Context: an optimization exercise on an open-source flow, tuned for small area and a short achievable clock period. The choices shown serve that exercise and are no tape-out recipe.
Function was not checked in any run shown here: the RTL went through the layout flow alone.
Power figures rest on the tool's default switching activity, not on a simulated workload.

==> design/flow/standard.sh <==
#!/bin/bash
# synth_recipe.tcl (not shown) runs the flow's synth.tcl, then flattens the netlist and writes it again
# the make line also repeats each setting of config.mk as NAME=value (left out here)
make -C /OpenROAD-flow-scripts/flow DESIGN_CONFIG=/design/flow/config.mk WORK_HOME=/design/flow/orfs CLKGATE_MAP_FILE= SYNTH_SCRIPT=/design/flow/synth_recipe.tcl "${@:-finish}"
==> design/flow/constraint.sdc <==
create_clock -name core_clock -period 8.0 [get_ports {s_axis_aclk}]
set_input_delay 1.6000 -clock core_clock [delete_from_list [all_inputs] [get_ports {s_axis_aclk}]]
set_output_delay 1.6000 -clock core_clock [all_outputs]
set_load 0.01 [all_outputs]
==> design/flow/config.mk <==
export PLATFORM = sky130hd
export DESIGN_NAME = axis_Gauss_1x5
export DESIGN_NICKNAME = axis_Gauss_1x5
export VERILOG_FILES = /design/flow/design.v
export SDC_FILE = /design/flow/constraint.sdc
export NUM_CORES = 4
export LEC_CHECK = 0
export CAP_MARGIN = 20
export CORE_MARGIN = 2
export CORE_UTILIZATION = 40
export SETUP_SLACK_MARGIN = 4.3
export SLEW_MARGIN = 20
export SYNTH_HIERARCHICAL = 1
export SYNTH_MINIMUM_KEEP_SIZE = 0
==> design/flow/flow/run.sh <==
#!/bin/bash
# Layout flow: the standard flow, with plain buffers on the ports and a clock
# tree of small buffers without dummy loads.
export BUFFER_PORTS_ARGS="-buffer_cell sky130_fd_sc_hd__buf_2"
export CTS_ARGS="-sink_clustering_enable -repair_clock_nets -dont_use_dummy_load -buf_list \"sky130_fd_sc_hd__clkbuf_4 sky130_fd_sc_hd__clkbuf_8\""
bash standard.sh > standard.log 2>&1
==> design/flow/design.v <==
`timescale 1ns/1ns
module axis_Gauss_1x5 (
  input  logic       s_axis_aclk,
  input  logic       s_axis_arstn,
  input  logic [7:0] s_axis_tdata,
  input  logic       s_axis_tvalid,
  input  logic       s_axis_tlast,
  output logic [7:0] m_axis_tdata,
  output logic       m_axis_tvalid,
  output logic       m_axis_tlast
);
logic [7:0]  d1, d2, d3, d4;
logic        v1, v2, l1, l2;
logic [13:0] cnt;
logic [9:0] b;
always_ff @(posedge s_axis_aclk) begin
  d1 <= s_axis_tdata;
  d2 <= d1;
  d3 <= d2;
  d4 <= d3;
  v1 <= s_axis_tvalid;
  v2 <= v1;
  l1 <= s_axis_tlast;
  l2 <= l1;
  b <= bnext;
end
always_ff @(posedge s_axis_aclk) begin
  if (!s_axis_arstn || s_axis_tlast)
    cnt <= '0;
  else if (s_axis_tvalid)
    cnt <= cnt + 14'd1;
end
wire edge_pt = (cnt[13:1] == 13'd1);
wire [7:0] x0 = s_axis_tdata;
wire h1_s, h1_c;
gha h1 (.a(d1[0]), .b(d2[1]), .s(h1_s), .co(h1_c));
wire f2_s, f2_c;
gfa f2 (.a(d1[1]), .b(d2[2]), .c(h1_c), .s(f2_s), .co(f2_c));
wire f3_s, f3_c;
gfa f3 (.a(d1[2]), .b(d2[3]), .c(f2_c), .s(f3_s), .co(f3_c));
wire f4_s, f4_c;
gfa f4 (.a(d1[3]), .b(d2[4]), .c(x0[4]), .s(f4_s), .co(f4_c));
wire f5_s, f5_c;
gfa f5 (.a(d1[4]), .b(d2[5]), .c(x0[5]), .s(f5_s), .co(f5_c));
wire f6_s, f6_c;
gfa f6 (.a(d1[5]), .b(d2[6]), .c(x0[6]), .s(f6_s), .co(f6_c));
wire f7_s, f7_c;
gfa f7 (.a(d1[6]), .b(d2[7]), .c(x0[7]), .s(f7_s), .co(f7_c));
wire h8_s, h8_c;
gha h8 (.a(d2[0]), .b(x0[0]), .s(h8_s), .co(h8_c));
wire h9_s, h9_c;
gha h9 (.a(h1_s), .b(x0[1]), .s(h9_s), .co(h9_c));
wire h10_s, h10_c;
gha h10 (.a(f2_s), .b(x0[2]), .s(h10_s), .co(h10_c));
wire h11_s, h11_c;
gha h11 (.a(x0[3]), .b(f3_s), .s(h11_s), .co(h11_c));
wire h12_s, h12_c;
gha h12 (.a(f3_c), .b(f4_s), .s(h12_s), .co(h12_c));
wire h13_s, h13_c;
gha h13 (.a(f4_c), .b(f5_s), .s(h13_s), .co(h13_c));
wire h14_s, h14_c;
gha h14 (.a(f5_c), .b(f6_s), .s(h14_s), .co(h14_c));
wire h15_s, h15_c;
gha h15 (.a(f6_c), .b(f7_s), .s(h15_s), .co(h15_c));
wire h16_s, h16_c;
gha h16 (.a(d1[7]), .b(f7_c), .s(h16_s), .co(h16_c));
wire q17_x;
g_ao21 q17 (.a(h9_c), .b(h9_s), .c(h8_c), .x(q17_x));
wire q18_x;
g_and2 q18 (.a(h9_s), .b(h8_s), .x(q18_x));
wire q19_x;
g_ao21 q19 (.a(h11_c), .b(h11_s), .c(h10_c), .x(q19_x));
wire q20_x;
g_and2 q20 (.a(h11_s), .b(h10_s), .x(q20_x));
wire q21_x;
g_ao21 q21 (.a(h13_c), .b(h13_s), .c(h12_c), .x(q21_x));
wire q22_x;
g_and2 q22 (.a(h13_s), .b(h12_s), .x(q22_x));
wire q23_x;
g_ao21 q23 (.a(h15_c), .b(h15_s), .c(h14_c), .x(q23_x));
wire q24_x;
g_and2 q24 (.a(h15_s), .b(h14_s), .x(q24_x));
wire q25_x;
g_ao21 q25 (.a(h10_c), .b(h10_s), .c(q17_x), .x(q25_x));
wire q26_x;
g_and2 q26 (.a(h10_s), .b(q18_x), .x(q26_x));
wire q27_x;
g_ao21 q27 (.a(q19_x), .b(q20_x), .c(q17_x), .x(q27_x));
wire q28_x;
g_and2 q28 (.a(q20_x), .b(q18_x), .x(q28_x));
wire q29_x;
g_ao21 q29 (.a(h14_c), .b(h14_s), .c(q21_x), .x(q29_x));
wire q30_x;
g_and2 q30 (.a(h14_s), .b(q22_x), .x(q30_x));
wire q31_x;
g_ao21 q31 (.a(q23_x), .b(q24_x), .c(q21_x), .x(q31_x));
wire q32_x;
g_and2 q32 (.a(q24_x), .b(q22_x), .x(q32_x));
wire q33_x;
g_ao21 q33 (.a(h12_c), .b(h12_s), .c(q27_x), .x(q33_x));
wire q34_x;
g_and2 q34 (.a(h12_s), .b(q28_x), .x(q34_x));
wire q35_x;
g_ao21 q35 (.a(q21_x), .b(q22_x), .c(q27_x), .x(q35_x));
wire q36_x;
g_and2 q36 (.a(q22_x), .b(q28_x), .x(q36_x));
wire q37_x;
g_ao21 q37 (.a(q29_x), .b(q30_x), .c(q27_x), .x(q37_x));
wire q38_x;
g_and2 q38 (.a(q30_x), .b(q28_x), .x(q38_x));
wire q39_x;
g_ao21 q39 (.a(q31_x), .b(q32_x), .c(q27_x), .x(q39_x));
wire q40_x;
g_and2 q40 (.a(q32_x), .b(q28_x), .x(q40_x));
wire q41_x;
g_ao21 q41 (.a(h16_c), .b(h16_s), .c(q39_x), .x(q41_x));
wire q42_x;
g_and2 q42 (.a(h16_s), .b(q40_x), .x(q42_x));
wire q43_x;
g_xor2 q43 (.a(h9_s), .b(h8_c), .x(q43_x));
wire q44_x;
g_xor2 q44 (.a(h10_s), .b(q17_x), .x(q44_x));
wire q45_x;
g_xor2 q45 (.a(h11_s), .b(q25_x), .x(q45_x));
wire q46_x;
g_xor2 q46 (.a(h12_s), .b(q27_x), .x(q46_x));
wire q47_x;
g_xor2 q47 (.a(h13_s), .b(q33_x), .x(q47_x));
wire q48_x;
g_xor2 q48 (.a(h14_s), .b(q35_x), .x(q48_x));
wire q49_x;
g_xor2 q49 (.a(h15_s), .b(q37_x), .x(q49_x));
wire q50_x;
g_xor2 q50 (.a(h16_s), .b(q39_x), .x(q50_x));
wire q51_x;
g_xor2 q51 (.a(1'b0), .b(q41_x), .x(q51_x));
wire [9:0] bnext = {q51_x, q50_x, q49_x, q48_x, q47_x, q46_x, q45_x, q44_x, q43_x, h8_s};
wire h52_s, h52_c;
gha h52 (.a(d4[1]), .b(d2[0]), .s(h52_s), .co(h52_c));
wire f53_s, f53_c;
gfa f53 (.a(d4[2]), .b(d2[1]), .c(d2[0]), .s(f53_s), .co(f53_c));
wire i54 = ~d4[0];
wire f55_s, f55_c;
gfa f55 (.a(i54), .b(h52_c), .c(f53_s), .s(f55_s), .co(f55_c));
wire h56_s, h56_c;
gha h56 (.a(x0[2]), .b(f55_s), .s(h56_s), .co(h56_c));
wire i57 = ~d2[2];
wire f58_s, f58_c;
gfa f58 (.a(d4[3]), .b(d4[1]), .c(i57), .s(f58_s), .co(f58_c));
wire i59 = ~f58_s;
wire f60_s, f60_c;
gfa f60 (.a(d2[1]), .b(f53_c), .c(i59), .s(f60_s), .co(f60_c));
wire f61_s, f61_c;
gfa f61 (.a(f55_c), .b(x0[3]), .c(f60_s), .s(f61_s), .co(f61_c));
wire h62_s, h62_c;
gha h62 (.a(h56_c), .b(f61_s), .s(h62_s), .co(h62_c));
wire f63_s, f63_c;
gfa f63 (.a(b[0]), .b(d4[4]), .c(d2[3]), .s(f63_s), .co(f63_c));
wire i64 = ~d4[2];
wire f65_s, f65_c;
gfa f65 (.a(i64), .b(d2[2]), .c(d4[3]), .s(f65_s), .co(f65_c));
wire i66 = ~f58_c;
wire f67_s, f67_c;
gfa f67 (.a(i66), .b(f63_s), .c(f65_s), .s(f67_s), .co(f67_c));
wire f68_s, f68_c;
gfa f68 (.a(x0[4]), .b(f60_c), .c(f67_s), .s(f68_s), .co(f68_c));
wire i69 = ~x0[2];
wire f70_s, f70_c;
gfa f70 (.a(i69), .b(f61_c), .c(f68_s), .s(f70_s), .co(f70_c));
wire f71_s, f71_c;
gfa f71 (.a(b[1]), .b(d4[3]), .c(b[0]), .s(f71_s), .co(f71_c));
wire f72_s, f72_c;
gfa f72 (.a(d4[5]), .b(d4[0]), .c(d2[4]), .s(f72_s), .co(f72_c));
wire f73_s, f73_c;
gfa f73 (.a(d2[3]), .b(f63_c), .c(f65_c), .s(f73_s), .co(f73_c));
wire i74 = ~f71_s;
wire f75_s, f75_c;
gfa f75 (.a(i74), .b(f72_s), .c(x0[5]), .s(f75_s), .co(f75_c));
wire f76_s, f76_c;
gfa f76 (.a(x0[0]), .b(f73_s), .c(f67_c), .s(f76_s), .co(f76_c));
wire i77 = ~x0[3];
wire f78_s, f78_c;
gfa f78 (.a(i77), .b(f75_s), .c(f68_c), .s(f78_s), .co(f78_c));
wire h79_s, h79_c;
gha h79 (.a(f76_s), .b(f70_c), .s(h79_s), .co(h79_c));
wire f80_s, f80_c;
gfa f80 (.a(d4[6]), .b(d4[1]), .c(d2[5]), .s(f80_s), .co(f80_c));
wire i81 = ~d2[4];
wire f82_s, f82_c;
gfa f82 (.a(b[2]), .b(d4[4]), .c(i81), .s(f82_s), .co(f82_c));
wire i83 = ~f71_c;
wire f84_s, f84_c;
gfa f84 (.a(i83), .b(f72_c), .c(f80_s), .s(f84_s), .co(f84_c));
wire i85 = ~f82_s;
wire f86_s, f86_c;
gfa f86 (.a(i85), .b(f73_c), .c(x0[6]), .s(f86_s), .co(f86_c));
wire i87 = ~x0[4];
wire f88_s, f88_c;
gfa f88 (.a(i87), .b(x0[1]), .c(f84_s), .s(f88_s), .co(f88_c));
wire f89_s, f89_c;
gfa f89 (.a(f75_c), .b(f76_c), .c(f86_s), .s(f89_s), .co(f89_c));
wire f90_s, f90_c;
gfa f90 (.a(f88_s), .b(f78_c), .c(f89_s), .s(f90_s), .co(f90_c));
wire f91_s, f91_c;
gfa f91 (.a(d4[7]), .b(d4[2]), .c(d2[6]), .s(f91_s), .co(f91_c));
wire i92 = ~d2[5];
wire f93_s, f93_c;
gfa f93 (.a(b[3]), .b(d4[5]), .c(i92), .s(f93_s), .co(f93_c));
wire i94 = ~f82_c;
wire f95_s, f95_c;
gfa f95 (.a(f80_c), .b(i94), .c(f91_s), .s(f95_s), .co(f95_c));
wire i96 = ~f93_s;
wire f97_s, f97_c;
gfa f97 (.a(i96), .b(f84_c), .c(x0[7]), .s(f97_s), .co(f97_c));
wire i98 = ~x0[5];
wire f99_s, f99_c;
gfa f99 (.a(i98), .b(x0[2]), .c(f95_s), .s(f99_s), .co(f99_c));
wire f100_s, f100_c;
gfa f100 (.a(f86_c), .b(f88_c), .c(f97_s), .s(f100_s), .co(f100_c));
wire f101_s, f101_c;
gfa f101 (.a(f99_s), .b(f89_c), .c(f100_s), .s(f101_s), .co(f101_c));
wire f102_s, f102_c;
gfa f102 (.a(b[0]), .b(d4[3]), .c(d2[7]), .s(f102_s), .co(f102_c));
wire i103 = ~d2[6];
wire f104_s, f104_c;
gfa f104 (.a(b[4]), .b(d4[6]), .c(i103), .s(f104_s), .co(f104_c));
wire i105 = ~f93_c;
wire f106_s, f106_c;
gfa f106 (.a(f91_c), .b(i105), .c(f102_s), .s(f106_s), .co(f106_c));
wire i107 = ~f95_c;
wire f108_s, f108_c;
gfa f108 (.a(f104_s), .b(i107), .c(x0[6]), .s(f108_s), .co(f108_c));
wire f109_s, f109_c;
gfa f109 (.a(x0[3]), .b(f106_s), .c(f97_c), .s(f109_s), .co(f109_c));
wire i110 = ~f108_s;
wire f111_s, f111_c;
gfa f111 (.a(f99_c), .b(i110), .c(f100_c), .s(f111_s), .co(f111_c));
wire h112_s, h112_c;
gha h112 (.a(f109_s), .b(f101_c), .s(h112_s), .co(h112_c));
wire f113_s, f113_c;
gfa f113 (.a(b[1]), .b(d4[4]), .c(d2[7]), .s(f113_s), .co(f113_c));
wire i114 = ~f102_c;
wire f115_s, f115_c;
gfa f115 (.a(b[5]), .b(d4[7]), .c(i114), .s(f115_s), .co(f115_c));
wire i116 = ~f104_c;
wire f117_s, f117_c;
gfa f117 (.a(i116), .b(f113_s), .c(f106_c), .s(f117_s), .co(f117_c));
wire f118_s, f118_c;
gfa f118 (.a(x0[7]), .b(i87), .c(f115_s), .s(f118_s), .co(f118_c));
wire i119 = ~f117_s;
wire f120_s, f120_c;
gfa f120 (.a(f108_c), .b(i119), .c(f118_s), .s(f120_s), .co(f120_c));
wire i121 = ~f120_s;
wire f122_s, f122_c;
gfa f122 (.a(f109_c), .b(i121), .c(f111_c), .s(f122_s), .co(f122_c));
wire i123 = ~b[6];
wire f124_s, f124_c;
gfa f124 (.a(i123), .b(b[2]), .c(d4[5]), .s(f124_s), .co(f124_c));
wire i125 = ~f115_c;
wire f126_s, f126_c;
gfa f126 (.a(f113_c), .b(f124_s), .c(i125), .s(f126_s), .co(f126_c));
wire i127 = ~f118_c;
wire f128_s, f128_c;
gfa f128 (.a(x0[5]), .b(f117_c), .c(i127), .s(f128_s), .co(f128_c));
wire i129 = ~f120_c;
wire f130_s, f130_c;
gfa f130 (.a(f126_s), .b(i129), .c(f128_s), .s(f130_s), .co(f130_c));
wire f131_s, f131_c;
gfa f131 (.a(b[7]), .b(b[3]), .c(d4[6]), .s(f131_s), .co(f131_c));
wire f132_s, f132_c;
gfa f132 (.a(f124_c), .b(f131_s), .c(x0[6]), .s(f132_s), .co(f132_c));
wire f133_s, f133_c;
gfa f133 (.a(f126_c), .b(f132_s), .c(f128_c), .s(f133_s), .co(f133_c));
wire f134_s, f134_c;
gfa f134 (.a(b[8]), .b(b[4]), .c(d4[7]), .s(f134_s), .co(f134_c));
wire i135 = ~b[7];
wire f136_s, f136_c;
gfa f136 (.a(i135), .b(f131_c), .c(f134_s), .s(f136_s), .co(f136_c));
wire f137_s, f137_c;
gfa f137 (.a(x0[7]), .b(f136_s), .c(f132_c), .s(f137_s), .co(f137_c));
wire i138 = ~b[8];
wire f139_s, f139_c;
gfa f139 (.a(b[9]), .b(b[5]), .c(i138), .s(f139_s), .co(f139_c));
wire f140_s, f140_c;
gfa f140 (.a(f134_c), .b(f139_s), .c(f136_c), .s(f140_s), .co(f140_c));
wire i141 = ~b[9];
wire f142_s, f142_c;
gfa f142 (.a(b[6]), .b(i141), .c(f139_c), .s(f142_s), .co(f142_c));
wire i143 = ~x0[0];
wire i144 = ~x0[1];
wire h145_s, h145_c;
gha h145 (.a(d4[0]), .b(x0[0]), .s(h145_s), .co(h145_c));
wire h146_s, h146_c;
gha h146 (.a(h52_s), .b(x0[1]), .s(h146_s), .co(h146_c));
wire h147_s, h147_c;
gha h147 (.a(i143), .b(h56_s), .s(h147_s), .co(h147_c));
wire h148_s, h148_c;
gha h148 (.a(i144), .b(h62_s), .s(h148_s), .co(h148_c));
wire h149_s, h149_c;
gha h149 (.a(h62_c), .b(f70_s), .s(h149_s), .co(h149_c));
wire h150_s, h150_c;
gha h150 (.a(f78_s), .b(h79_s), .s(h150_s), .co(h150_c));
wire h151_s, h151_c;
gha h151 (.a(h79_c), .b(f90_s), .s(h151_s), .co(h151_c));
wire h152_s, h152_c;
gha h152 (.a(f90_c), .b(f101_s), .s(h152_s), .co(h152_c));
wire h153_s, h153_c;
gha h153 (.a(f111_s), .b(h112_s), .s(h153_s), .co(h153_c));
wire q154_x;
g_ao21 q154 (.a(h146_c), .b(h146_s), .c(h145_c), .x(q154_x));
wire q155_x;
g_and2 q155 (.a(h146_s), .b(h145_s), .x(q155_x));
wire q156_x;
g_ao21 q156 (.a(h148_c), .b(h148_s), .c(h147_c), .x(q156_x));
wire q157_x;
g_and2 q157 (.a(h148_s), .b(h147_s), .x(q157_x));
wire q158_x;
g_ao21 q158 (.a(h150_c), .b(h150_s), .c(h149_c), .x(q158_x));
wire q159_x;
g_and2 q159 (.a(h150_s), .b(h149_s), .x(q159_x));
wire q160_x;
g_ao21 q160 (.a(h152_c), .b(h152_s), .c(h151_c), .x(q160_x));
wire q161_x;
g_and2 q161 (.a(h152_s), .b(h151_s), .x(q161_x));
wire q162_x;
g_ao21 q162 (.a(h147_c), .b(h147_s), .c(q154_x), .x(q162_x));
wire q163_x;
g_and2 q163 (.a(h147_s), .b(q155_x), .x(q163_x));
wire q164_x;
g_ao21 q164 (.a(q156_x), .b(q157_x), .c(q154_x), .x(q164_x));
wire q165_x;
g_and2 q165 (.a(q157_x), .b(q155_x), .x(q165_x));
wire q166_x;
g_ao21 q166 (.a(h151_c), .b(h151_s), .c(q158_x), .x(q166_x));
wire q167_x;
g_and2 q167 (.a(h151_s), .b(q159_x), .x(q167_x));
wire q168_x;
g_ao21 q168 (.a(q160_x), .b(q161_x), .c(q158_x), .x(q168_x));
wire q169_x;
g_and2 q169 (.a(q161_x), .b(q159_x), .x(q169_x));
wire q170_x;
g_ao21 q170 (.a(h149_c), .b(h149_s), .c(q164_x), .x(q170_x));
wire q171_x;
g_and2 q171 (.a(h149_s), .b(q165_x), .x(q171_x));
wire q172_x;
g_ao21 q172 (.a(q158_x), .b(q159_x), .c(q164_x), .x(q172_x));
wire q173_x;
g_and2 q173 (.a(q159_x), .b(q165_x), .x(q173_x));
wire q174_x;
g_ao21 q174 (.a(q166_x), .b(q167_x), .c(q164_x), .x(q174_x));
wire q175_x;
g_and2 q175 (.a(q167_x), .b(q165_x), .x(q175_x));
wire q176_x;
g_ao21 q176 (.a(q168_x), .b(q169_x), .c(q164_x), .x(q176_x));
wire q177_x;
g_and2 q177 (.a(q169_x), .b(q165_x), .x(q177_x));
wire q178_x;
g_ao21 q178 (.a(h153_c), .b(h153_s), .c(q176_x), .x(q178_x));
wire q179_x;
g_and2 q179 (.a(h153_s), .b(q177_x), .x(q179_x));
wire q180_x;
g_ao21 q180 (.a(h146_c), .b(h146_s), .c(h145_c), .x(q180_x));
wire q181_x;
g_ao21 q181 (.a(h147_c), .b(h147_s), .c(q180_x), .x(q181_x));
wire q182_x;
g_ao21 q182 (.a(h148_c), .b(h148_s), .c(q181_x), .x(q182_x));
wire q183_x;
g_ao21 q183 (.a(h149_c), .b(h149_s), .c(q182_x), .x(q183_x));
wire q184_x;
g_ao21 q184 (.a(h150_c), .b(h150_s), .c(q183_x), .x(q184_x));
wire q185_x;
g_ao21 q185 (.a(h152_c), .b(h152_s), .c(h151_c), .x(q185_x));
wire q186_x;
g_and2 q186 (.a(h152_s), .b(h151_s), .x(q186_x));
wire q187_x;
g_ao21 q187 (.a(q185_x), .b(q186_x), .c(q184_x), .x(q187_x));
wire q188_x;
g_ao21 q188 (.a(h153_c), .b(h153_s), .c(q187_x), .x(q188_x));
wire h189_s, h189_c;
gha h189 (.a(f137_s), .b(f133_c), .s(h189_s), .co(h189_c));
wire h190_s, h190_c;
gha h190 (.a(f140_s), .b(f137_c), .s(h190_s), .co(h190_c));
wire h191_s, h191_c;
gha h191 (.a(f142_s), .b(f140_c), .s(h191_s), .co(h191_c));
wire h192_s, h192_c;
gha h192 (.a(i135), .b(f142_c), .s(h192_s), .co(h192_c));
wire h193_s, h193_c;
gha h193 (.a(i138), .b(b[7]), .s(h193_s), .co(h193_c));
wire h194_s, h194_c;
gha h194 (.a(i141), .b(b[8]), .s(h194_s), .co(h194_c));
wire q195_x;
g_ao21 q195 (.a(h190_c), .b(h190_s), .c(h189_c), .x(q195_x));
wire q196_x;
g_and2 q196 (.a(h190_s), .b(h189_s), .x(q196_x));
wire q197_x;
g_ao21 q197 (.a(h192_c), .b(h192_s), .c(h191_c), .x(q197_x));
wire q198_x;
g_and2 q198 (.a(h192_s), .b(h191_s), .x(q198_x));
wire q199_x;
g_ao21 q199 (.a(h194_c), .b(h194_s), .c(h193_c), .x(q199_x));
wire q200_x;
g_and2 q200 (.a(h194_s), .b(h193_s), .x(q200_x));
wire q201_x;
g_ao21 q201 (.a(h191_c), .b(h191_s), .c(q195_x), .x(q201_x));
wire q202_x;
g_and2 q202 (.a(h191_s), .b(q196_x), .x(q202_x));
wire q203_x;
g_ao21 q203 (.a(q197_x), .b(q198_x), .c(q195_x), .x(q203_x));
wire q204_x;
g_and2 q204 (.a(q198_x), .b(q196_x), .x(q204_x));
wire q205_x;
g_ao21 q205 (.a(h193_c), .b(h193_s), .c(q203_x), .x(q205_x));
wire q206_x;
g_and2 q206 (.a(h193_s), .b(q204_x), .x(q206_x));
wire q207_x;
g_ao21 q207 (.a(q199_x), .b(q200_x), .c(q203_x), .x(q207_x));
wire q208_x;
g_and2 q208 (.a(q200_x), .b(q204_x), .x(q208_x));
wire q209_x;
g_xor2 q209 (.a(h190_s), .b(h189_c), .x(q209_x));
wire q210_x;
g_xor2 q210 (.a(h191_s), .b(q195_x), .x(q210_x));
wire q211_x;
g_xor2 q211 (.a(h192_s), .b(q201_x), .x(q211_x));
wire q212_x;
g_xor2 q212 (.a(h193_s), .b(q203_x), .x(q212_x));
wire q213_x;
g_xor2 q213 (.a(h194_s), .b(q205_x), .x(q213_x));
wire [8:0] ua = {q213_x, q212_x, q211_x, q210_x, q209_x, h189_s, f130_c, f130_s, h112_c};
wire [8:0] ub = {1'b0, 1'b0, 1'b0, 1'b0, 1'b0, 1'b0, f133_s, f122_c, f122_s};
wire uc = q188_x;
logic [8:0] oa, ob;
logic oc;
always_ff @(posedge s_axis_aclk) begin
  oa <= edge_pt ? {d2, 1'd0} : ua;
  ob <= edge_pt ? 9'd0 : ub;
  oc <= ~edge_pt & uc;
  m_axis_tvalid <= v2;
  m_axis_tlast  <= l2 & ~edge_pt;
end
assign m_axis_tdata = {oa[8] ^ (1'b0 | oa[7] & 1'b0 | oa[7] & oa[6] & 1'b0 | oa[7] & oa[6] & oa[5] & 1'b0 | oa[7] & oa[6] & oa[5] & oa[4] & 1'b0 | oa[7] & oa[6] & oa[5] & oa[4] & oa[3] & (oa[2] & ob[2]) | oa[7] & oa[6] & oa[5] & oa[4] & oa[3] & (oa[2] ^ ob[2]) & (oa[1] & ob[1]) | oa[7] & oa[6] & oa[5] & oa[4] & oa[3] & (oa[2] ^ ob[2]) & (oa[1] ^ ob[1]) & (oa[0] & ob[0]) | oa[7] & oa[6] & oa[5] & oa[4] & oa[3] & (oa[2] ^ ob[2]) & (oa[1] ^ ob[1]) & (oa[0] ^ ob[0]) & oc), oa[7] ^ (1'b0 | oa[6] & 1'b0 | oa[6] & oa[5] & 1'b0 | oa[6] & oa[5] & oa[4] & 1'b0 | oa[6] & oa[5] & oa[4] & oa[3] & (oa[2] & ob[2]) | oa[6] & oa[5] & oa[4] & oa[3] & (oa[2] ^ ob[2]) & (oa[1] & ob[1]) | oa[6] & oa[5] & oa[4] & oa[3] & (oa[2] ^ ob[2]) & (oa[1] ^ ob[1]) & (oa[0] & ob[0]) | oa[6] & oa[5] & oa[4] & oa[3] & (oa[2] ^ ob[2]) & (oa[1] ^ ob[1]) & (oa[0] ^ ob[0]) & oc), oa[6] ^ (1'b0 | oa[5] & 1'b0 | oa[5] & oa[4] & 1'b0 | oa[5] & oa[4] & oa[3] & (oa[2] & ob[2]) | oa[5] & oa[4] & oa[3] & (oa[2] ^ ob[2]) & (oa[1] & ob[1]) | oa[5] & oa[4] & oa[3] & (oa[2] ^ ob[2]) & (oa[1] ^ ob[1]) & (oa[0] & ob[0]) | oa[5] & oa[4] & oa[3] & (oa[2] ^ ob[2]) & (oa[1] ^ ob[1]) & (oa[0] ^ ob[0]) & oc), oa[5] ^ (1'b0 | oa[4] & 1'b0 | oa[4] & oa[3] & (oa[2] & ob[2]) | oa[4] & oa[3] & (oa[2] ^ ob[2]) & (oa[1] & ob[1]) | oa[4] & oa[3] & (oa[2] ^ ob[2]) & (oa[1] ^ ob[1]) & (oa[0] & ob[0]) | oa[4] & oa[3] & (oa[2] ^ ob[2]) & (oa[1] ^ ob[1]) & (oa[0] ^ ob[0]) & oc), oa[4] ^ (1'b0 | oa[3] & (oa[2] & ob[2]) | oa[3] & (oa[2] ^ ob[2]) & (oa[1] & ob[1]) | oa[3] & (oa[2] ^ ob[2]) & (oa[1] ^ ob[1]) & (oa[0] & ob[0]) | oa[3] & (oa[2] ^ ob[2]) & (oa[1] ^ ob[1]) & (oa[0] ^ ob[0]) & oc), oa[3] ^ ((oa[2] & ob[2]) | (oa[2] ^ ob[2]) & (oa[1] & ob[1]) | (oa[2] ^ ob[2]) & (oa[1] ^ ob[1]) & (oa[0] & ob[0]) | (oa[2] ^ ob[2]) & (oa[1] ^ ob[1]) & (oa[0] ^ ob[0]) & oc), (oa[2] ^ ob[2]) ^ ((oa[1] & ob[1]) | (oa[1] ^ ob[1]) & (oa[0] & ob[0]) | (oa[1] ^ ob[1]) & (oa[0] ^ ob[0]) & oc), (oa[1] ^ ob[1]) ^ ((oa[0] & ob[0]) | (oa[0] ^ ob[0]) & oc)};
endmodule
module g_maj3 (
  input  logic a,
  input  logic b,
  input  logic c,
  output logic x
);
assign x = (a & b) | (a & c) | (b & c);
endmodule
module g_or2 (
  input  logic a,
  input  logic b,
  output logic x
);
assign x = a | b;
endmodule
module g_and2 (
  input  logic a,
  input  logic b,
  output logic x
);
assign x = a & b;
endmodule
module g_xor2 (
  input  logic a,
  input  logic b,
  output logic x
);
assign x = a ^ b;
endmodule
module g_ao21 (
  input  logic a,
  input  logic b,
  input  logic c,
  output logic x
);
assign x = a | (b & c);
endmodule
module gha (
  input  logic a,
  input  logic b,
  output logic s,
  output logic co
);
assign s  = a ^ b;
assign co = a & b;
endmodule
module gfa (
  input  logic a,
  input  logic b,
  input  logic c,
  output logic s,
  output logic co
);
assign s  = a ^ b ^ c;
assign co = (a & b) | (a & c) | (b & c);
endmodule
==> results of run 1 <==
==> path summary, 6_finish.rpt <==
kind              startpoint     to  slack, ns  cells after the start
max          s_axis_tdata[6]     oc       4.14                      9
min                    d3[3]  d4[3]       0.31                      0
max reg2reg            d4[2]     oc       4.23                     11
min reg2reg            d3[3]  d4[3]       0.31                      0
==> stage by stage <==
step,util,hold WS [ns],power [mW]
6_report,0.455,0.312,2.00
5_1_grt,0.455,0.312,2.22
4_1_cts,0.453,0.314,2.02
3_5_place_dp,0.439,0.312,1.78
3_3_place_gp,0.439,0.310,1.76
2_1_floorplan,-,0.310,1.50
==> routing by layer <==
| layer | wire [microns] | GRT usage | up-vias |
|---|---|---|---|
| met5 | 0 | 0 | - |
| met4 | 161 | 0.0586 | 0 |
| met3 | 230 | 0.0381 | 12 |
| met2 | 3650 | 0.240 | 29 |
| met1 | 3640 | 0.194 | 1169 |
| li1 | - | - | 1177 |
==> modules after synthesis, one instance, submodules excluded <==
module | cell area (sq um) | cells
g_ao21 | 7.51 | 1
axis_Gauss_1x5 | 2330 | 207
gha | 12.5 | 1
g_xor2 | 8.76 | 1
g_and2 | 6.26 | 1
gfa | 20.0 | 1
==> state kept, by name, summed over array words and instances, names as in the netlist, 3 cells and up <==
name  cells
d1        8
d3        8
ob        3
d4        8
oa        9
d2        8
cnt      14
b        10
==> what timing repair did <==
action / CTS / global route
pin swaps: 0 / 1
gates resized for setup: 9 / 12
endpoints found under the setup margin: 2 / 3
==> cell usage in the layout (no fill, tap or decap), types with 3 or more instances in the layout <==
cell type | synthesis | routed
a21o_1 | 26 | 26
a21oi_1 | 4 | 4
and2_1 | 7 | 7
and2_2 | 6 | 6
buf_2 | 0 | 19
clkbuf_8 | 0 | 9
dfxtp_1 | 75 | 64
dfxtp_2 | 0 | 8
dfxtp_4 | 0 | 3
fa_1 | 61 | 55
fa_2 | 0 | 6
ha_1 | 34 | 33
inv_1 | 35 | 34
mux2_2 | 4 | 4
mux2_4 | 4 | 4
nand2_1 | 5 | 5
nand3_1 | 3 | 3
nand4_1 | 4 | 4
nor2_1 | 16 | 16
nor3_1 | 4 | 4
nor4_1 | 3 | 3
o21ai_0 | 5 | 4
xnor2_1 | 14 | 14
xor2_1 | 18 | 18
==> logic make-up after synthesis <==
logic type	Yosys count	share of synthesized area
AO/OA/AOI/OAI	38	0.0616
XOR/XNOR	32	0.0654
adder cells (fa/ha/maj)	95	0.384
buffers and inverters	37	0.0342
flip-flops	75	0.350
multiplexers	9	0.0269
other	1	0.000875
AND/OR/NAND/NOR	58	0.0768
==> final cells by class <==
cell class,count,area (sq um),area share
well taps,136,170,0.0361
repair buffers,21,110,0.0233
flip-flops and latches,75,1520,0.323
inverters,35,134,0.0284
multi-input cells,233,2660,0.563
clock buffers,9,124,0.0263
==> worst register-to-register path, stage by stage (launching register included) <==
cell	delay (ns)
dfxtp_4	0.39
inv_1	0.07
fa_1	0.44
fa_1	0.43
fa_2	0.57
fa_1	0.43
fa_1	0.38
ha_1	0.32
and2_1	0.16
a21o_1	0.17
a21o_1	0.15
and2_2	0.16
==> power by group <==
part | switching, mW | internal, mW
Combinational | 0.561 | 0.701
Sequential | 0.0563 | 0.459
Clock | 0.124 | 0.100
Total | 0.741 | 1.26
==> out/qor.txt, run 1 <==
CORE AREA -> 0.0104 sq mm
CP Max Fanout -> 5
Port Buffers -> 21
die width -> 108 microns
post-route setup slack -> 4.14 ns
Fmax achieved -> 259 MHz
Syn-to-layout area delta -> 10.0%
kind of end point of the critical path -> flip-flop
die area -> 0.0116 sq mm
maximum clock path buffer count -> 2
Final min period -> 3.86 ns
CP peak stage delay -> 0.55 ns
worst skew pair latency -> 0.37 ns
vias post-DR -> 2,387
synthesized flop and latch total -> 75
Crit-path slowest cell -> fa_2
share of layout cells above drive strength 1 -> 0.177
Max Cap Viol -> 0
vias in the first global route -> 2,577
wire length per cell -> 15.1 microns
Die H -> 108 microns
Tcrit/Tclk final -> 0.482
Synth top area share -> 0.350
gr ovfl total -> 0
design area -> 0.00472 sq mm
Gate Count Post-Synth -> 345
Worst EP arrival -> 4.08 ns
Mapped Area -> 0.00429 sq mm
kind of critical path -> in2reg
# DRC -> 0
synthesized net count -> 452
antenna cell count -> 0
I/O pin cnt -> 22
Power Dens Cells -> 424 mW/mm^2
sequential share of the synthesized area -> 0.350
first-pass GRT wire length -> 12.9 mm
CTS tree -> yes
routed wire length -> 7.68 mm
critical path, cell by cell -> buf_2 -> fa_2 -> fa_1 -> fa_1 -> ha_1 -> and2_1 -> a21o_1 -> a21o_1 -> and2_2
Final Setup Violations -> 0
clk root buf -> clkbuf_8
outcome -> timing/DRC/antenna clean
RSZ-0062 raised after global routing -> true
hpwl dp -> 6.25 mm
Final TNS setup -> 0 ns
max-slew violations -> 0
Avg Cell Area, Syn -> 12.4 sq um
Placed Cells incl. Taps -> 500
# Post-CTS Setup Buffers -> 0
DP Worst Slack -> 3.78 ns
pin count of the biggest net entering global routing -> 17
Primary FF master, synth -> dfxtp_1
startpoint types -> input port
Clk pin slew, worst setup/hold paths -> 0.07 ns
Finished Layout Cells -> 509
CP bufs+invs -> 1
Worst-Margin Slew -> 0.564 ns
TritonCTS Sinks -> 75
Synth area leader -> dfxtp_1
Area contributors post-synth -> dfxtp_1, fa_1, ha_1
Post-synth ARST share -> 0
Worst Skew -> 0.0337 ns
initial core utilization -> 0.413
htree depth -> 3
Slew headroom -> 0.624
vias per cell -> 4.69
Peak VDD IR -> 221 uV
cts hold-fix bufs -> 0
P_leak -> 2.15 nW
post-route ant nets -> 0
cell with the most instances after synthesis -> dfxtp_1
GPL Wtd Cong -> 0.837
first-pass detailed-route iteration total -> 4
# fillers -> 981
WP data required -> 8.23 ns
Final nets -> 482
Placed Area -> 0.00456 sq mm
most instantiated cells after synthesis -> dfxtp_1, fa_1, inv_1
Final Hold Vio Count -> 0
initial antenna violation count -> 0
row cnt -> 37
total CTS buffers -> 9
Synth cell types -> 35
Crit path max-delay family -> adder cells
Hold WC Path Type -> reg2reg
Yosys warnings -> 7
number of synthesized flops with an enable pin -> 0
1st-iter DRT viols -> 90
gr usage total -> 0.150
==> inputs of run 2 (changes only) <==
--- a/design/flow/design.v
+++ b/design/flow/design.v
@@ -304,141 +304,83 @@
 gha h151 (.a(h79_c), .b(f90_s), .s(h151_s), .co(h151_c));
 wire h152_s, h152_c;
 gha h152 (.a(f90_c), .b(f101_s), .s(h152_s), .co(h152_c));
-wire h153_s, h153_c;
-gha h153 (.a(f111_s), .b(h112_s), .s(h153_s), .co(h153_c));
+wire q153_x;
+g_ao21 q153 (.a(h146_c), .b(h146_s), .c(h145_c), .x(q153_x));
 wire q154_x;
-g_ao21 q154 (.a(h146_c), .b(h146_s), .c(h145_c), .x(q154_x));
+g_and2 q154 (.a(h146_s), .b(h145_s), .x(q154_x));
 wire q155_x;
-g_and2 q155 (.a(h146_s), .b(h145_s), .x(q155_x));
+g_ao21 q155 (.a(h148_c), .b(h148_s), .c(h147_c), .x(q155_x));
 wire q156_x;
-g_ao21 q156 (.a(h148_c), .b(h148_s), .c(h147_c), .x(q156_x));
+g_and2 q156 (.a(h148_s), .b(h147_s), .x(q156_x));
 wire q157_x;
-g_and2 q157 (.a(h148_s), .b(h147_s), .x(q157_x));
+g_ao21 q157 (.a(h150_c), .b(h150_s), .c(h149_c), .x(q157_x));
 wire q158_x;
-g_ao21 q158 (.a(h150_c), .b(h150_s), .c(h149_c), .x(q158_x));
+g_and2 q158 (.a(h150_s), .b(h149_s), .x(q158_x));
 wire q159_x;
-g_and2 q159 (.a(h150_s), .b(h149_s), .x(q159_x));
+g_ao21 q159 (.a(h152_c), .b(h152_s), .c(h151_c), .x(q159_x));
 wire q160_x;
-g_ao21 q160 (.a(h152_c), .b(h152_s), .c(h151_c), .x(q160_x));
+g_and2 q160 (.a(h152_s), .b(h151_s), .x(q160_x));
 wire q161_x;
-g_and2 q161 (.a(h152_s), .b(h151_s), .x(q161_x));
+g_ao21 q161 (.a(h147_c), .b(h147_s), .c(q153_x), .x(q161_x));
 wire q162_x;
-g_ao21 q162 (.a(h147_c), .b(h147_s), .c(q154_x), .x(q162_x));
+g_and2 q162 (.a(h147_s), .b(q154_x), .x(q162_x));
 wire q163_x;
-g_and2 q163 (.a(h147_s), .b(q155_x), .x(q163_x));
+g_ao21 q163 (.a(q155_x), .b(q156_x), .c(q153_x), .x(q163_x));
 wire q164_x;
-g_ao21 q164 (.a(q156_x), .b(q157_x), .c(q154_x), .x(q164_x));
+g_and2 q164 (.a(q156_x), .b(q154_x), .x(q164_x));
 wire q165_x;
-g_and2 q165 (.a(q157_x), .b(q155_x), .x(q165_x));
+g_ao21 q165 (.a(h151_c), .b(h151_s), .c(q157_x), .x(q165_x));
 wire q166_x;
-g_ao21 q166 (.a(h151_c), .b(h151_s), .c(q158_x), .x(q166_x));
+g_and2 q166 (.a(h151_s), .b(q158_x), .x(q166_x));
 wire q167_x;
-g_and2 q167 (.a(h151_s), .b(q159_x), .x(q167_x));
+g_ao21 q167 (.a(q159_x), .b(q160_x), .c(q157_x), .x(q167_x));
 wire q168_x;
-g_ao21 q168 (.a(q160_x), .b(q161_x), .c(q158_x), .x(q168_x));
+g_and2 q168 (.a(q160_x), .b(q158_x), .x(q168_x));
 wire q169_x;
-g_and2 q169 (.a(q161_x), .b(q159_x), .x(q169_x));
+g_ao21 q169 (.a(h149_c), .b(h149_s), .c(q163_x), .x(q169_x));
 wire q170_x;
-g_ao21 q170 (.a(h149_c), .b(h149_s), .c(q164_x), .x(q170_x));
+g_and2 q170 (.a(h149_s), .b(q164_x), .x(q170_x));
 wire q171_x;
-g_and2 q171 (.a(h149_s), .b(q165_x), .x(q171_x));
+g_ao21 q171 (.a(q157_x), .b(q158_x), .c(q163_x), .x(q171_x));
 wire q172_x;
-g_ao21 q172 (.a(q158_x), .b(q159_x), .c(q164_x), .x(q172_x));
+g_and2 q172 (.a(q158_x), .b(q164_x), .x(q172_x));
 wire q173_x;
-g_and2 q173 (.a(q159_x), .b(q165_x), .x(q173_x));
+g_ao21 q173 (.a(q165_x), .b(q166_x), .c(q163_x), .x(q173_x));
 wire q174_x;
-g_ao21 q174 (.a(q166_x), .b(q167_x), .c(q164_x), .x(q174_x));
+g_and2 q174 (.a(q166_x), .b(q164_x), .x(q174_x));
 wire q175_x;
-g_and2 q175 (.a(q167_x), .b(q165_x), .x(q175_x));
+g_ao21 q175 (.a(q167_x), .b(q168_x), .c(q163_x), .x(q175_x));
 wire q176_x;
-g_ao21 q176 (.a(q168_x), .b(q169_x), .c(q164_x), .x(q176_x));
+g_and2 q176 (.a(q168_x), .b(q164_x), .x(q176_x));
 wire q177_x;
-g_and2 q177 (.a(q169_x), .b(q165_x), .x(q177_x));
+g_ao21 q177 (.a(h146_c), .b(h146_s), .c(h145_c), .x(q177_x));
 wire q178_x;
-g_ao21 q178 (.a(h153_c), .b(h153_s), .c(q176_x), .x(q178_x));
+g_ao21 q178 (.a(h147_c), .b(h147_s), .c(q177_x), .x(q178_x));
 wire q179_x;
-g_and2 q179 (.a(h153_s), .b(q177_x), .x(q179_x));
+g_ao21 q179 (.a(h148_c), .b(h148_s), .c(q178_x), .x(q179_x));
 wire q180_x;
-g_ao21 q180 (.a(h146_c), .b(h146_s), .c(h145_c), .x(q180_x));
+g_ao21 q180 (.a(h149_c), .b(h149_s), .c(q179_x), .x(q180_x));
 wire q181_x;
-g_ao21 q181 (.a(h147_c), .b(h147_s), .c(q180_x), .x(q181_x));
+g_ao21 q181 (.a(h150_c), .b(h150_s), .c(q180_x), .x(q181_x));
 wire q182_x;
-g_ao21 q182 (.a(h148_c), .b(h148_s), .c(q181_x), .x(q182_x));
+g_ao21 q182 (.a(h152_c), .b(h152_s), .c(h151_c), .x(q182_x));
 wire q183_x;
-g_ao21 q183 (.a(h149_c), .b(h149_s), .c(q182_x), .x(q183_x));
+g_and2 q183 (.a(h152_s), .b(h151_s), .x(q183_x));
 wire q184_x;
-g_ao21 q184 (.a(h150_c), .b(h150_s), .c(q183_x), .x(q184_x));
-wire q185_x;
-g_ao21 q185 (.a(h152_c), .b(h152_s), .c(h151_c), .x(q185_x));
-wire q186_x;
-g_and2 q186 (.a(h152_s), .b(h151_s), .x(q186_x));
-wire q187_x;
-g_ao21 q187 (.a(q185_x), .b(q186_x), .c(q184_x), .x(q187_x));
-wire q188_x;
-g_ao21 q188 (.a(h153_c), .b(h153_s), .c(q187_x), .x(q188_x));
-wire h189_s, h189_c;
-gha h189 (.a(f137_s), .b(f133_c), .s(h189_s), .co(h189_c));
-wire h190_s, h190_c;
-gha h190 (.a(f140_s), .b(f137_c), .s(h190_s), .co(h190_c));
-wire h191_s, h191_c;
-gha h191 (.a(f142_s), .b(f140_c), .s(h191_s), .co(h191_c));
-wire h192_s, h192_c;
-gha h192 (.a(i135), .b(f142_c), .s(h192_s), .co(h192_c));
-wire h193_s, h193_c;
-gha h193 (.a(i138), .b(b[7]), .s(h193_s), .co(h193_c));
-wire h194_s, h194_c;
-gha h194 (.a(i141), .b(b[8]), .s(h194_s), .co(h194_c));
-wire q195_x;
-g_ao21 q195 (.a(h190_c), .b(h190_s), .c(h189_c), .x(q195_x));
-wire q196_x;
-g_and2 q196 (.a(h190_s), .b(h189_s), .x(q196_x));
-wire q197_x;
-g_ao21 q197 (.a(h192_c), .b(h192_s), .c(h191_c), .x(q197_x));
-wire q198_x;
-g_and2 q198 (.a(h192_s), .b(h191_s), .x(q198_x));
-wire q199_x;
-g_ao21 q199 (.a(h194_c), .b(h194_s), .c(h193_c), .x(q199_x));
-wire q200_x;
-g_and2 q200 (.a(h194_s), .b(h193_s), .x(q200_x));
-wire q201_x;
-g_ao21 q201 (.a(h191_c), .b(h191_s), .c(q195_x), .x(q201_x));
-wire q202_x;
-g_and2 q202 (.a(h191_s), .b(q196_x), .x(q202_x));
-wire q203_x;
-g_ao21 q203 (.a(q197_x), .b(q198_x), .c(q195_x), .x(q203_x));
-wire q204_x;
-g_and2 q204 (.a(q198_x), .b(q196_x), .x(q204_x));
-wire q205_x;
-g_ao21 q205 (.a(h193_c), .b(h193_s), .c(q203_x), .x(q205_x));
-wire q206_x;
-g_and2 q206 (.a(h193_s), .b(q204_x), .x(q206_x));
-wire q207_x;
-g_ao21 q207 (.a(q199_x), .b(q200_x), .c(q203_x), .x(q207_x));
-wire q208_x;
-g_and2 q208 (.a(q200_x), .b(q204_x), .x(q208_x));
-wire q209_x;
-g_xor2 q209 (.a(h190_s), .b(h189_c), .x(q209_x));
-wire q210_x;
-g_xor2 q210 (.a(h191_s), .b(q195_x), .x(q210_x));
-wire q211_x;
-g_xor2 q211 (.a(h192_s), .b(q201_x), .x(q211_x));
-wire q212_x;
-g_xor2 q212 (.a(h193_s), .b(q203_x), .x(q212_x));
-wire q213_x;
-g_xor2 q213 (.a(h194_s), .b(q205_x), .x(q213_x));
-wire [8:0] ua = {q213_x, q212_x, q211_x, q210_x, q209_x, h189_s, f130_c, f130_s, h112_c};
-wire [8:0] ub = {1'b0, 1'b0, 1'b0, 1'b0, 1'b0, 1'b0, f133_s, f122_c, f122_s};
-wire uc = q188_x;
-logic [8:0] oa, ob;
+g_ao21 q184 (.a(q182_x), .b(q183_x), .c(q181_x), .x(q184_x));
+wire [9:0] ua = {i141, i138, i135, f142_s, f140_s, f137_s, f130_c, f130_s, h112_c, f111_s};
+wire [9:0] ub = {b[8], b[7], f142_c, f140_c, f137_c, f133_c, f133_s, f122_c, f122_s, h112_s};
+wire uc = q184_x;
+logic [9:0] oa, ob;
 logic oc;
 always_ff @(posedge s_axis_aclk) begin
-  oa <= edge_pt ? {d2, 1'd0} : ua;
-  ob <= edge_pt ? 9'd0 : ub;
+  oa <= edge_pt ? {d2, 2'd0} : ua;
+  ob <= edge_pt ? 10'd0 : ub;
   oc <= ~edge_pt & uc;
   m_axis_tvalid <= v2;
   m_axis_tlast  <= l2 & ~edge_pt;
 end
-assign m_axis_tdata = {oa[8] ^ (1'b0 | oa[7] & 1'b0 | oa[7] & oa[6] & 1'b0 | oa[7] & oa[6] & oa[5] & 1'b0 | oa[7] & oa[6] & oa[5] & oa[4] & 1'b0 | oa[7] & oa[6] & oa[5] & oa[4] & oa[3] & (oa[2] & ob[2]) | oa[7] & oa[6] & oa[5] & oa[4] & oa[3] & (oa[2] ^ ob[2]) & (oa[1] & ob[1]) | oa[7] & oa[6] & oa[5] & oa[4] & oa[3] & (oa[2] ^ ob[2]) & (oa[1] ^ ob[1]) & (oa[0] & ob[0]) | oa[7] & oa[6] & oa[5] & oa[4] & oa[3] & (oa[2] ^ ob[2]) & (oa[1] ^ ob[1]) & (oa[0] ^ ob[0]) & oc), oa[7] ^ (1'b0 | oa[6] & 1'b0 | oa[6] & oa[5] & 1'b0 | oa[6] & oa[5] & oa[4] & 1'b0 | oa[6] & oa[5] & oa[4] & oa[3] & (oa[2] & ob[2]) | oa[6] & oa[5] & oa[4] & oa[3] & (oa[2] ^ ob[2]) & (oa[1] & ob[1]) | oa[6] & oa[5] & oa[4] & oa[3] & (oa[2] ^ ob[2]) & (oa[1] ^ ob[1]) & (oa[0] & ob[0]) | oa[6] & oa[5] & oa[4] & oa[3] & (oa[2] ^ ob[2]) & (oa[1] ^ ob[1]) & (oa[0] ^ ob[0]) & oc), oa[6] ^ (1'b0 | oa[5] & 1'b0 | oa[5] & oa[4] & 1'b0 | oa[5] & oa[4] & oa[3] & (oa[2] & ob[2]) | oa[5] & oa[4] & oa[3] & (oa[2] ^ ob[2]) & (oa[1] & ob[1]) | oa[5] & oa[4] & oa[3] & (oa[2] ^ ob[2]) & (oa[1] ^ ob[1]) & (oa[0] & ob[0]) | oa[5] & oa[4] & oa[3] & (oa[2] ^ ob[2]) & (oa[1] ^ ob[1]) & (oa[0] ^ ob[0]) & oc), oa[5] ^ (1'b0 | oa[4] & 1'b0 | oa[4] & oa[3] & (oa[2] & ob[2]) | oa[4] & oa[3] & (oa[2] ^ ob[2]) & (oa[1] & ob[1]) | oa[4] & oa[3] & (oa[2] ^ ob[2]) & (oa[1] ^ ob[1]) & (oa[0] & ob[0]) | oa[4] & oa[3] & (oa[2] ^ ob[2]) & (oa[1] ^ ob[1]) & (oa[0] ^ ob[0]) & oc), oa[4] ^ (1'b0 | oa[3] & (oa[2] & ob[2]) | oa[3] & (oa[2] ^ ob[2]) & (oa[1] & ob[1]) | oa[3] & (oa[2] ^ ob[2]) & (oa[1] ^ ob[1]) & (oa[0] & ob[0]) | oa[3] & (oa[2] ^ ob[2]) & (oa[1] ^ ob[1]) & (oa[0] ^ ob[0]) & oc), oa[3] ^ ((oa[2] & ob[2]) | (oa[2] ^ ob[2]) & (oa[1] & ob[1]) | (oa[2] ^ ob[2]) & (oa[1] ^ ob[1]) & (oa[0] & ob[0]) | (oa[2] ^ ob[2]) & (oa[1] ^ ob[1]) & (oa[0] ^ ob[0]) & oc), (oa[2] ^ ob[2]) ^ ((oa[1] & ob[1]) | (oa[1] ^ ob[1]) & (oa[0] & ob[0]) | (oa[1] ^ ob[1]) & (oa[0] ^ ob[0]) & oc), (oa[1] ^ ob[1]) ^ ((oa[0] & ob[0]) | (oa[0] ^ ob[0]) & oc)};
+assign m_axis_tdata = {(oa[9] ^ ob[9]) ^ ((oa[8] & ob[8]) | (oa[8] ^ ob[8]) & (oa[7] & ob[7]) | (oa[8] ^ ob[8]) & (oa[7] ^ ob[7]) & (oa[6] & ob[6]) | (oa[8] ^ ob[8]) & (oa[7] ^ ob[7]) & (oa[6] ^ ob[6]) & (oa[5] & ob[5]) | (oa[8] ^ ob[8]) & (oa[7] ^ ob[7]) & (oa[6] ^ ob[6]) & (oa[5] ^ ob[5]) & (oa[4] & ob[4]) | (oa[8] ^ ob[8]) & (oa[7] ^ ob[7]) & (oa[6] ^ ob[6]) & (oa[5] ^ ob[5]) & (oa[4] ^ ob[4]) & (oa[3] & ob[3]) | (oa[8] ^ ob[8]) & (oa[7] ^ ob[7]) & (oa[6] ^ ob[6]) & (oa[5] ^ ob[5]) & (oa[4] ^ ob[4]) & (oa[3] ^ ob[3]) & (oa[2] & ob[2]) | (oa[8] ^ ob[8]) & (oa[7] ^ ob[7]) & (oa[6] ^ ob[6]) & (oa[5] ^ ob[5]) & (oa[4] ^ ob[4]) & (oa[3] ^ ob[3]) & (oa[2] ^ ob[2]) & (oa[1] & ob[1]) | (oa[8] ^ ob[8]) & (oa[7] ^ ob[7]) & (oa[6] ^ ob[6]) & (oa[5] ^ ob[5]) & (oa[4] ^ ob[4]) & (oa[3] ^ ob[3]) & (oa[2] ^ ob[2]) & (oa[1] ^ ob[1]) & (oa[0] & ob[0]) | (oa[8] ^ ob[8]) & (oa[7] ^ ob[7]) & (oa[6] ^ ob[6]) & (oa[5] ^ ob[5]) & (oa[4] ^ ob[4]) & (oa[3] ^ ob[3]) & (oa[2] ^ ob[2]) & (oa[1] ^ ob[1]) & (oa[0] ^ ob[0]) & oc), (oa[8] ^ ob[8]) ^ ((oa[7] & ob[7]) | (oa[7] ^ ob[7]) & (oa[6] & ob[6]) | (oa[7] ^ ob[7]) & (oa[6] ^ ob[6]) & (oa[5] & ob[5]) | (oa[7] ^ ob[7]) & (oa[6] ^ ob[6]) & (oa[5] ^ ob[5]) & (oa[4] & ob[4]) | (oa[7] ^ ob[7]) & (oa[6] ^ ob[6]) & (oa[5] ^ ob[5]) & (oa[4] ^ ob[4]) & (oa[3] & ob[3]) | (oa[7] ^ ob[7]) & (oa[6] ^ ob[6]) & (oa[5] ^ ob[5]) & (oa[4] ^ ob[4]) & (oa[3] ^ ob[3]) & (oa[2] & ob[2]) | (oa[7] ^ ob[7]) & (oa[6] ^ ob[6]) & (oa[5] ^ ob[5]) & (oa[4] ^ ob[4]) & (oa[3] ^ ob[3]) & (oa[2] ^ ob[2]) & (oa[1] & ob[1]) | (oa[7] ^ ob[7]) & (oa[6] ^ ob[6]) & (oa[5] ^ ob[5]) & (oa[4] ^ ob[4]) & (oa[3] ^ ob[3]) & (oa[2] ^ ob[2]) & (oa[1] ^ ob[1]) & (oa[0] & ob[0]) | (oa[7] ^ ob[7]) & (oa[6] ^ ob[6]) & (oa[5] ^ ob[5]) & (oa[4] ^ ob[4]) & (oa[3] ^ ob[3]) & (oa[2] ^ ob[2]) & (oa[1] ^ ob[1]) & (oa[0] ^ ob[0]) & oc), (oa[7] ^ ob[7]) ^ ((oa[6] & ob[6]) | (oa[6] ^ ob[6]) & (oa[5] & ob[5]) | (oa[6] ^ ob[6]) & (oa[5] ^ ob[5]) & (oa[4] & ob[4]) | (oa[6] ^ ob[6]) & (oa[5] ^ ob[5]) & (oa[4] ^ ob[4]) & (oa[3] & ob[3]) | (oa[6] ^ ob[6]) & (oa[5] ^ ob[5]) & (oa[4] ^ ob[4]) & (oa[3] ^ ob[3]) & (oa[2] & ob[2]) | (oa[6] ^ ob[6]) & (oa[5] ^ ob[5]) & (oa[4] ^ ob[4]) & (oa[3] ^ ob[3]) & (oa[2] ^ ob[2]) & (oa[1] & ob[1]) | (oa[6] ^ ob[6]) & (oa[5] ^ ob[5]) & (oa[4] ^ ob[4]) & (oa[3] ^ ob[3]) & (oa[2] ^ ob[2]) & (oa[1] ^ ob[1]) & (oa[0] & ob[0]) | (oa[6] ^ ob[6]) & (oa[5] ^ ob[5]) & (oa[4] ^ ob[4]) & (oa[3] ^ ob[3]) & (oa[2] ^ ob[2]) & (oa[1] ^ ob[1]) & (oa[0] ^ ob[0]) & oc), (oa[6] ^ ob[6]) ^ ((oa[5] & ob[5]) | (oa[5] ^ ob[5]) & (oa[4] & ob[4]) | (oa[5] ^ ob[5]) & (oa[4] ^ ob[4]) & (oa[3] & ob[3]) | (oa[5] ^ ob[5]) & (oa[4] ^ ob[4]) & (oa[3] ^ ob[3]) & (oa[2] & ob[2]) | (oa[5] ^ ob[5]) & (oa[4] ^ ob[4]) & (oa[3] ^ ob[3]) & (oa[2] ^ ob[2]) & (oa[1] & ob[1]) | (oa[5] ^ ob[5]) & (oa[4] ^ ob[4]) & (oa[3] ^ ob[3]) & (oa[2] ^ ob[2]) & (oa[1] ^ ob[1]) & (oa[0] & ob[0]) | (oa[5] ^ ob[5]) & (oa[4] ^ ob[4]) & (oa[3] ^ ob[3]) & (oa[2] ^ ob[2]) & (oa[1] ^ ob[1]) & (oa[0] ^ ob[0]) & oc), (oa[5] ^ ob[5]) ^ ((oa[4] & ob[4]) | (oa[4] ^ ob[4]) & (oa[3] & ob[3]) | (oa[4] ^ ob[4]) & (oa[3] ^ ob[3]) & (oa[2] & ob[2]) | (oa[4] ^ ob[4]) & (oa[3] ^ ob[3]) & (oa[2] ^ ob[2]) & (oa[1] & ob[1]) | (oa[4] ^ ob[4]) & (oa[3] ^ ob[3]) & (oa[2] ^ ob[2]) & (oa[1] ^ ob[1]) & (oa[0] & ob[0]) | (oa[4] ^ ob[4]) & (oa[3] ^ ob[3]) & (oa[2] ^ ob[2]) & (oa[1] ^ ob[1]) & (oa[0] ^ ob[0]) & oc), (oa[4] ^ ob[4]) ^ ((oa[3] & ob[3]) | (oa[3] ^ ob[3]) & (oa[2] & ob[2]) | (oa[3] ^ ob[3]) & (oa[2] ^ ob[2]) & (oa[1] & ob[1]) | (oa[3] ^ ob[3]) & (oa[2] ^ ob[2]) & (oa[1] ^ ob[1]) & (oa[0] & ob[0]) | (oa[3] ^ ob[3]) & (oa[2] ^ ob[2]) & (oa[1] ^ ob[1]) & (oa[0] ^ ob[0]) & oc), (oa[3] ^ ob[3]) ^ ((oa[2] & ob[2]) | (oa[2] ^ ob[2]) & (oa[1] & ob[1]) | (oa[2] ^ ob[2]) & (oa[1] ^ ob[1]) & (oa[0] & ob[0]) | (oa[2] ^ ob[2]) & (oa[1] ^ ob[1]) & (oa[0] ^ ob[0]) & oc), (oa[2] ^ ob[2]) ^ ((oa[1] & ob[1]) | (oa[1] ^ ob[1]) & (oa[0] & ob[0]) | (oa[1] ^ ob[1]) & (oa[0] ^ ob[0]) & oc)};
 endmodule
 module g_maj3 (
   input  logic a,
==> run 2 against run 1 <==
Sequential cell count is 8 higher; hold slack better by 0.011 ns; highest routed layer unchanged; still clean on timing, DRC and antenna; first-iteration DRC count is 18% lower; clock power hardly changed; global-route usage is 0.88 points higher; final cell count is 6.3% higher; power is 1.2% higher; register-to-register slack better by 0.15 ns.
==> out/qor.txt, run 2 <==
CP Max Fanout -> 5 (unchanged)
Port Buffers -> 21 (unchanged)
CP peak stage delay -> 0.48 ns (was 0.55 ns)
worst skew pair latency -> 0.35 ns (was 0.37 ns)
die width -> 110 microns (was 108 microns)
CTS tree -> yes (unchanged)
Worst path depth -> 6 (was 9)
kind of end point of the critical path -> primary output (was flip-flop)
Hold WC Path Type -> reg2reg (unchanged)
hpwl dp -> 6.81 mm (was 6.25 mm)
Synth cell types -> 38 (was 35)
vias per cell -> 4.82 (was 4.69)
row cnt -> 38 (was 37)
max-slew violations -> 0 (unchanged)
Placed Cells incl. Taps -> 531 (was 500)
Flop pwr share -> 0.289 (was 0.257)
Clock power frac -> 0.111 (was 0.112)
Tcrit/Tclk final -> 0.476 (was 0.482)
Worst-Margin Slew -> 0.853 ns (was 0.564 ns)
critical path, cell by cell -> ha_4 -> a21o_1 -> a221o_1 -> or4_4 -> o311ai_2 -> buf_2 (was buf_2 -> fa_2 -> fa_1 -> fa_1 -> ha_1 -> and2_1 -> a21o_1 -> a21o_1 -> and2_2)
Worst R2R Setup Slack -> 4.38 ns (was 4.23 ns)
gr usage total -> 0.159 (was 0.150)
outcome -> timing/DRC/antenna clean (unchanged)
Area contributors post-synth -> dfxtp_1, fa_1, ha_1 (unchanged)
wire length per cell -> 15.3 microns (was 15.1 microns)
Crit-path slowest cell -> or4_4 (was fa_2)
Post-synth ARST share -> 0 (unchanged)
CORE AREA -> 0.0109 sq mm (was 0.0104 sq mm)
max reg flops -> 14 (unchanged)
Final TNS setup -> 0 ns (unchanged)
Die H -> 110 microns (was 108 microns)
Final nets -> 509 (was 482)
total CTS buffers -> 9 (unchanged)
initial antenna violation count -> 0 (unchanged)
routed wire length -> 8.29 mm (was 7.68 mm)
TritonCTS Sinks -> 83 (was 75)
Fmax achieved -> 263 MHz (was 259 MHz)
Final Setup Violations -> 0 (unchanged)
most common cell after layout, fill and taps aside -> dfxtp_1 (unchanged)
first-pass detailed-route iteration total -> 4 (unchanged)
R2R Path Start -> d4[6] (was d4[2])
Worst EP arrival -> 2.21 ns (was 4.08 ns)
vias in the first global route -> 2,866 (was 2,577)
WP data required -> 6.40 ns (was 8.23 ns)
sequential share of the synthesized area -> 0.371 (was 0.350)
first-pass GRT wire length -> 14.1 mm (was 12.9 mm)
Power Dens Cells -> 402 mW/mm^2 (was 424 mW/mm^2)
P_sw -> 0.791 mW (was 0.741 mW)
clk root buf -> clkbuf_8 (unchanged)
RSZ-0062 raised after global routing -> true (unchanged)
Syn-to-layout area delta -> 12.3% (was 10.0%)
Crit path max-delay family -> compound AO/OA/AOI/OAI gates (was adder cells)
gr ovfl total -> 0 (unchanged)
Avg Cell Area, Syn -> 12.0 sq um (was 12.4 sq um)
1st-iter DRT viols -> 74 (was 90)
register with the most flip-flops -> cnt (unchanged)
Finished Layout Cells -> 541 (was 509)
most frequent cells in the layout -> dfxtp_1, fa_1, inv_1 (unchanged)
synthesized flop and latch total -> 83 (was 75)
htree depth -> 3 (unchanged)
CP Capture Point -> m_axis_tdata[5] (was oc)
kind of critical path -> reg2out (was in2reg)
Gate Count Post-Synth -> 374 (was 345)
Mapped Area -> 0.00448 sq mm (was 0.00429 sq mm)
Peak VDD IR -> 166 uV (was 221 uV)
antenna cell count -> 0 (unchanged)
die area -> 0.0121 sq mm (was 0.0116 sq mm)
Critical Path Source -> oa[4] (was s_axis_tdata[6])
Comb pwr share -> 0.601 (was 0.631)
Synth top area share -> 0.371 (was 0.350)
P_leak -> 2.22 nW (was 2.15 nW)
Worst Skew -> 0.0240 ns (was 0.0337 ns)
Max Cap Viol -> 0 (unchanged)
GPL Wtd Cong -> 0.885 (was 0.837)
RR Endpoint -> oc (unchanged)
Slew headroom -> 0.430 (was 0.624)
Clk pin slew, worst setup/hold paths -> 0.08 ns (was 0.07 ns)
# DRC -> 0 (unchanged)
most instantiated cells after synthesis -> dfxtp_1, fa_1, inv_1 (unchanged)
worst r2r path cells -> 9 (was 11)
post-route ant nets -> 0 (unchanged)
# fillers -> 990 (was 981)
Yosys warnings -> 7 (unchanged)
maximum clock path buffer count -> 2 (unchanged)
CP bufs+invs -> 1 (unchanged)
Cell Int Power -> 1.23 mW (was 1.26 mW)
I/O pin cnt -> 22 (unchanged)
startpoint types -> flip-flop (was input port)
Synth area leader -> dfxtp_1 (unchanged)
number of synthesized flops with an enable pin -> 0 (unchanged)
sw frac -> 0.391 (was 0.370)
Final min period -> 3.81 ns (was 3.86 ns)
synthesized net count -> 480 (was 452)
cell with the most instances after synthesis -> dfxtp_1 (unchanged)
vias post-DR -> 2,610 (was 2,387)
pin count of the biggest net entering global routing -> 26 (was 17)
Final Hold Vio Count -> 0 (unchanged)
initial core utilization -> 0.412 (was 0.413)
share of layout cells above drive strength 1 -> 0.160 (was 0.177)
WHS -> 0.323 ns (was 0.312 ns)
Primary FF master, synth -> dfxtp_1 (unchanged)
## run 2: changes by cell type after synthesis, moves of 3 or more
cell | before | now
xnor2_1 | 14 | 10
a211oi_1 | 0 | 3
a21oi_1 | 4 | 7
nand2_1 | 5 | 9
and2_1 | 7 | 22
a21o_1 | 26 | 22
nor2_1 | 16 | 21
mux2_4 | 4 | 0
and2_2 | 6 | 0
dfxtp_1 | 75 | 83
## run 2: area by class of cell
type | count | area, sq um | area share
Timing Repair Buffer | 22 | 120 | 0.0239
Tap cell | 140 | 175 | 0.0348
Inverter | 36 | 135 | 0.0269
Clock buffer | 9 | 124 | 0.0246
Sequential cell | 83 | 1680 | 0.333
Multi-Input combinational cell | 251 | 2800 | 0.556
## run 2: power by group through the flow
stage,logic [mW],registers [mW],clock network [mW]
3_3_place_gp,1.09,0.576,0
5_1_grt,1.41,0.598,0.248
3_5_place_dp,1.12,0.576,0
2_1_floorplan,0.811,0.558,0
6_report,1.22,0.585,0.224
4_1_cts,1.17,0.577,0.234
## run 2: kinds of logic after synthesis
| group | after synthesis | synth area share |
|---|---|---|
| muxes | 4 | 0.00977 |
| other | 1 | 0.000837 |
| DFF | 83 | 0.371 |
| and+or+nand+nor | 81 | 0.0983 |
| adders and majority gates | 94 | 0.365 |
| xor gates and xnor gates | 26 | 0.0508 |
| buffers and inverters | 40 | 0.0338 |
| AOI/OAI and AO/OA | 45 | 0.0709 |
## run 2: worst register-to-register path: cells and delay by family (launching register included)
family / cells / cell delay [ns]
AOI/OAI and AO/OA: 1 / 0.16
adders and majority gates: 6 / 2.65
DFF: 1 / 0.37
and+or+nand+nor: 2 / 0.28
## run 2: worst min-delay path by stage
stage	endpoint	slack [ns]	cells after the start	start
after floorplan	d4[0]	0.31	0	d3[0]
after global placement	d4[7]	0.31	0	d3[7]
after detailed placement	m_axis_tvalid	0.31	0	v2
after CTS	d4[2]	0.33	0	d3[2]
after global routing	d4[2]	0.33	0	d3[2]
final	d4[2]	0.32	0	d3[2]
## run 2: routing by layer
metal	part of all wire	GRT usage
met3	0.030	0.0267
met5	0	0
met2	0.47	0.250
met4	0.020	0.0669
met1	0.48	0.216
## run 2: modules after synthesis, one instance, submodules excluded
module	cells	times used	area, sq um	flip-flops and latches
axis_Gauss_1x5	255	1	2710	83
gha	1	23	12.5	0
g_ao21	1	20	7.51	0
g_xor2	1	9	8.76	0
gfa	1	61	20.0	0
g_and2	1	6	6.26	0
## run 2: what timing repair did
item                       CTS  global route
hold buffers                 0             0
buffers inserted             0             1
setup endpoints to repair    4             6
pin swaps                    1             7
gates resized for setup     10            24
## run 2: metrics by stage
stage / worst slack (ns) / power, mW / area (sq um) / utilization
detailed placement: 3.96 / 1.69 / 4750 / 0.436
CTS: 4.12 / 1.99 / 4940 / 0.454
global placement: 3.97 / 1.67 / 4750 / 0.436
global route: 4.11 / 2.25 / 5030 / 0.462
floorplan: 4.23 / 1.37 / 4480 / -
finish: 4.19 / 2.03 / 5030 / 0.462

==> re-timing with driven ports <==
Ports are ideal in the flow. The routed layouts listed here were re-timed in OpenROAD.
Step 1 sets driving cells, clkbuf_16 on the clock port and buf_2 on the other inputs (assumed; they add their load-dependent delay and slew).
Step 2 adds t to the input delays and takes it off the output delays; t is the mean of the earliest and latest rising clock arrival at the registers after step 1. Input paths then give back, and output paths get back, about the clock's delay inside the block.
a / b / c = ideal ports / drivers / drivers and shift; a / b = the first two.
run	t, ns	setup WS [ns]	worst setup path after step 2	cell pins on the clock port's net
run 1	0.376	4.143 / 4.154 / 3.778	input to register	1
run 2	0.369	4.195 / 4.163 / 3.963	input to register	1
After both steps every run listed still meets setup and hold. The setup slack of run 1, which loses most, moves by +0.011 ns with the drivers and by -0.365 ns with both steps.
